This design comes from an exercise in tuning for small area and a short achievable clock period on the open sky130 flow, not from production work. Function was checked by simulation only, so behaviour that the tests miss may differ from the original. No activity file was given, so power comes from the tool's default toggle rates.

--- flow/config.mk ---
export PLATFORM = sky130hd
export DESIGN_NAME = FIR_filter
export DESIGN_NICKNAME = FIR_filter
export VERILOG_FILES = /design/flow/design.v
export SDC_FILE = /design/flow/constraint.sdc
export NUM_CORES = 4
export LEC_CHECK = 0
export CAP_MARGIN = 20
export CORE_MARGIN = 2
export CORE_UTILIZATION = 40
export PLACE_DENSITY = 0.6
export SLEW_MARGIN = 20
--- flow/constraint.sdc ---
create_clock -name core_clock -period 10.0 [get_ports {clk}]
set_input_delay 2.0000 -clock core_clock [delete_from_list [all_inputs] [get_ports {clk}]]
set_output_delay 2.0000 -clock core_clock [all_outputs]
set_load 0.01 [all_outputs]
--- flow/design.v ---
`timescale 1ns / 1ps
module FIR_filter(
	input wire signed [15:0] inputSample,
	input wire clk ,
	input wire reset,
	output reg signed [15:0] outputSample
   );
	reg [4:0] start;
	reg [15:0] coe [18:0];
	reg [15:0] sample [18:0];
	reg [35:0] out [18:0] ;
	reg [35:0] layer_1 [9:0];
	reg [35:0] layer_2 [4:0];
	reg [35:0] layer_3 [2:0];
	reg [35:0] layer_4 [1:0];
	reg [35:0] tempOutputSample;
	integer i ;
	always @(posedge clk)
	begin
		if(reset)
		begin
			start = 19;
			coe[0] <= 26;
			coe[1] <= 270;
			coe[2] <= 963;
			coe[3] <= 2424;
			coe[4] <= 4869;
			coe[5] <= 8259;
			coe[6] <= 12194;
			coe[7] <= 15948;
			coe[8] <= 18666;
			coe[9] <= 19660;
			coe[18] <= 26;
			coe[17] <= 270;
			coe[16] <= 963;
			coe[15] <= 2424;
			coe[14] <= 4869;
			coe[13] <= 8259;
			coe[12] <= 12194;
			coe[11] <= 15948;
			coe[10] <= 18666;
		end
		else
		begin
			if(start!=0)
			begin
				sample[19-start] <= inputSample;
				start = start -1;
			end
			else
			begin
				for(i=0;i<18;i=i+1)
				begin
					sample[i] <= sample [i+1];
				end
				sample[18]<=inputSample;
			end
		end
	end
	always @ (posedge clk)   
	begin
		for(i=0;i<19;i=i+1)
		begin
			out[i] <= sample[i] * coe[i];
		end
	end
	always @ (posedge clk)  
	begin
		for(i = 0; i<17 ; i=i+2)
		begin
			layer_1[i/2]<=out[i]+out[i+1];
		end
		layer_1[9]<=out[18];
	end
	always @ (posedge clk)  
	begin
		for(i = 0; i<9 ; i=i+2)
		begin
			layer_2[i/2]<=layer_1[i]+layer_1[i+1];
		end
	end
	always @ (posedge clk)  
	begin
		for(i = 0; i<3 ; i=i+2)
		begin
			layer_3[i/2]<=layer_2[i]+layer_2[i+1];
		end
		layer_3[2]<=layer_2[4];
	end
	always @ (posedge clk)  
	begin
		layer_4[0]<=layer_3[0]+layer_3[1];
		layer_4[1]<=layer_3[2];
	end
	always @ (posedge clk)  
	begin
		tempOutputSample <= layer_4[0]+layer_4[1];
	end
	always @(posedge clk)
	begin
	for(i=0;i<16;i=i+1)
	begin
		outputSample[i]<=tempOutputSample[19+i];
	end
	end
endmodule
--- flow/run.sh ---
#!/bin/bash
# synth_recipe.tcl (not shown) runs the flow's synth.tcl, then flattens the netlist and writes it again
# the make line also repeats each setting of config.mk as NAME=value (left out here)
make -C /OpenROAD-flow-scripts/flow DESIGN_CONFIG=/design/flow/config.mk WORK_HOME=/design/flow/orfs CLKGATE_MAP_FILE= SYNTH_SCRIPT=/design/flow/synth_recipe.tcl finish
==> metrics.md <==
| Metric | Value |
|---|---|
| Post-route minimum period | `5.91 ns` |
| Setup WS post-layout | `4.09 ns` |
| Worst Setup Path Type | `reg -> reg` |
| # setup viols final | `0` |
| First-pass GRT wire length | `452 mm` |
| Post-DP HPWL | `232 mm` |
| Data arrival, critical path | `6.65 ns` |
| Status | `timing/DRC/antenna clean` |
| Number of enable flip-flop cells after synthesis | `304` |
| Overall global routing resource usage | `20.1%` |
| Overall power | `29.3 mW` |
| Fin nets | `14300` |
| Clock Skew | `0.0633 ns` |
| Worst setup EP type | `register` |
| # hold bufs at CTS | `0` |
| CTS tree | `done` |
| Worst-path cell chain | `ha_1 -> ha_1 -> inv_1 -> fa_1 -> inv_1 -> fa_1 -> fa_1 -> inv_1 -> fa_1 -> inv_1 -> ha_1 -> a21o_1 -> a21o_1 -> a221oi_1 -> o21ai_0 -> a221oi_1 -> o21a_1 -> o21bai_1 -> o31ai_1 -> xnor2_1` |
| Cell Rows | `194` |
| Top_reg_cell synth | `dfxtp_1` |
| Pins over their slew limit | `0` |
| Layout area overhead | `9.59%` |
| Fin Hold WS | `0.317 ns` |
| Routed Antenna Nets | `0` |
| Top cells by count, synth | `2045 x ha_1, 1902 x inv_1, 1145 x dfxtp_1, 851 x fa_1, 664 x nand2_1` |
| # resized after CTS | `0` |
| Hold Crit Class | `reg -> reg` |
| Worst slack, placed | `4.07 ns` |
| Clock slew at reported path FFs | `0.06 ns` |
| Syn nets | `14200` |
| Netlist cell types | `81` |
| Final hold violation count | `0` |
| Htree depth | `4` |
| Fmax | `0.169 GHz` |
| Asr flop ratio synth | `0%` |
| Synthesized area | `0.112 mm2` |
| Post-layout util | `44.0%` |
| Mapped Avg Cell Area | `9.95 um2` |
| Worst slew pin tran | `1.01 ns` |
| Root Driver | `clkbuf_16` |
| Fin crit share | `59.1%` |
| CP startpoint kind | `register` |
| Initial Utilization | `40.2%` |
| Sequential cell area | `0.0321 mm2` |
| Vias in the first global route | `80500` |
| Static Leak | `60.4 nW` |
| Die X | `534 um` |
| Io pins | `34` |
| Setup total negative slack | `0 ns` |
| DR vias | `78200` |
| Largest net degree at the start of global routing | `66` |
| Total die area | `0.285 mm2` |
| Skew-Pair Late Insertion Delay | `0.85 ns` |
| Worst-path cell with the longest stage delay | `edfxtp_1` |
| CP max stage delay | `0.59 ns` |
| Post-Syn Instances | `11300` |
| DRT iter0 DRCs | `4601` |
| Number of max-cap violations | `0` |
| Multi-input logic area | `0.0727 mm2` |
| Synth area leader | `ha_1` |
| Final wirelength | `288 mm` |
| Peak supply drop | `163 uV` |
| First-pass DRT Iterations | `6` |
| Sequential-to-total area share from yosys stat | `28.6%` |
| RSZ-0062 raised after global routing | `no` |
| Top-count cell post-synth | `ha_1` |
| Residual DRC count | `0` |
| Clock Tree Buf Depth | `4` |
| Num CTS Buffers | `173` |
| Core area | `0.279 mm2` |
| Synth warn | `7` |
| Fillers | `26400` |
| Synth area leaders | `ha_1 23%, dfxtp_1 20%, fa_1 15%` |
| Post-CTS setup buffer count | `0` |
| Initial antenna violation count | `17` |
| Via density | `5.12` |
| Crit Path Max Fanout | `9` |
| Routed wire length per instance | `18.9 um` |
| Die height | `534 um` |
| Total clock sinks | `1449` |
| Count of input and output buffers | `33` |
| Max-slew headroom | `32.4%` |
| Yosys reg bits | `1449` |
| Area fraction of the dominant cell type after synthesis | `22.8%` |
| RD Place Congestion | `0.921` |
| Layout cells sized above 1 | `3.56%` |
| Gr ovfl total | `0` |
| CP required | `10.75 ns` |
| PwrDens | `238 mW/mm2` |
area by class of cell:
class / count / share of cell area, %
Multi-Input combinational cell: 7812 / 59.1
Sequential cell: 1449 / 26.1
Inverter: 1903 / 5.81
Clock buffer: 236 / 4.04
Tap cell: 3724 / 3.79
Clock inverter: 72 / 0.628
Timing Repair Buffer: 72 / 0.532
Antenna cell: 5 / 0.0102
path summary, 6_finish.rpt:
kind,start,endpoint,slack (ns),cells past startpoint
worst min register to register,out[16][0],layer_1[8][0],0.32,0
worst max-delay path,sample[8][12],out[8][30],4.09,20
worst min-delay path,out[16][0],layer_1[8][0],0.32,0
worst max register to register,sample[8][12],out[8][30],4.09,20
worst max-delay path, delay by kind of cell, from the launching register on:
family / cells / cell delay, ns
adder cells (fa/ha/maj): 7 / 3.07
flip-flops: 1 / 0.59
AO/OA/AOI/OAI: 8 / 1.80
XOR/XNOR: 1 / 0.16
buffers and inverters: 4 / 0.20
cells in the final DEF, fill, tap and decap left out, types with 18 or more instances in the layout:
| cell | instances |
|---|---|
| a211o_1 | 23 |
| a211oi_1 | 51 |
| a21boi_0 | 32 |
| a21o_1 | 371 |
| a21oi_1 | 633 |
| a221oi_1 | 23 |
| a31o_2 | 29 |
| a31oi_1 | 75 |
| and2_1 | 50 |
| and3_1 | 84 |
| buf_4 | 33 |
| clkbuf_1 | 32 |
| clkbuf_16 | 181 |
| clkbuf_8 | 23 |
| clkdlybuf4s50_1 | 33 |
| clkinv_2 | 23 |
| dfxtp_1 | 1145 |
| edfxtp_1 | 304 |
| fa_1 | 851 |
| ha_1 | 2045 |
| inv_1 | 1902 |
| nand2_1 | 648 |
| nand2b_1 | 90 |
| nand3_1 | 138 |
| nand4_1 | 54 |
| nor2_1 | 454 |
| nor2b_1 | 130 |
| nor3_1 | 128 |
| o2111ai_1 | 18 |
| o211ai_1 | 39 |
| o21a_1 | 99 |
| o21ai_0 | 492 |
| o21bai_1 | 109 |
| o31a_1 | 18 |
| o31ai_1 | 22 |
| or2_2 | 27 |
| or3_1 | 42 |
| xnor2_1 | 591 |
| xor2_1 | 195 |
logic make-up after synthesis:
group                      share of synthesized area [%]
adders and majority gates                           38.0
AOI/OAI and AO/OA                                   12.4
buffers and inverters                               6.74
and+or+nand+nor                                     8.08
DFF                                                 28.6
xor gates and xnor gates                            6.14
muxes                                             0.0725
sequential cells by signal (all words and copies together), names as in the netlist:
name              count
layer_1             285
layer_2             154
layer_3              95
layer_4              63
out                 511
outputSample         16
sample              304
start                 5
tempOutputSample     16
routing by layer:
metal / part of all wire (%) / GRT usage (%) / vias up
li1: - / - / 38300
met5: 0.0045 / 0 / -
met1: 46 / 27.4 / 38000
met2: 47 / 33.8 / 1583
met3: 4.1 / 2.08 / 387
met4: 2.9 / 5.66 / 2
power breakdown:
part | internal [mW] | switching, mW
logic | 5.92 | 8.36
clock network | 3.78 | 2.61
registers | 7.71 | 0.872
through the flow:
| step | cells | instance area (um2) |
|---|---|---|
| after floorplan | 11300 | 112000 |
| after global placement | 15000 | 117000 |
| after detailed placement | 15000 | 117000 |
| after CTS | 15300 | 123000 |
| after global routing | 15300 | 123000 |
| final | 15300 | 123000 |

[what the ideal ports hide]
In the flow no input, the clock included, has a driving cell. The finished layout below was timed again as built, in two steps.
Step 1 assumes that a clkbuf_16 drives the clock port and a buf_2 every other input.
Step 2 times the ports against the registers' clock, not the clock port: input delays grow and output delays shrink by t, the midpoint of the rising clock arrivals with the driver on.
a / b / c = ideal ports / drivers / drivers and shift; a / b = the first two.
t, ns: 0.912
slack for setup (ns): 4.092 / 4.092 / 4.092
hold WS [ns]: 0.317 / 0.317 / 0.317
worst setup path at the end: register to register
clock arrival spread, ns: 0.065 / 0.065
After both steps setup and hold are still met in this run. For this run, drivers alone change the setup slack by 0.000 ns; drivers and shift together by 0.000 ns.
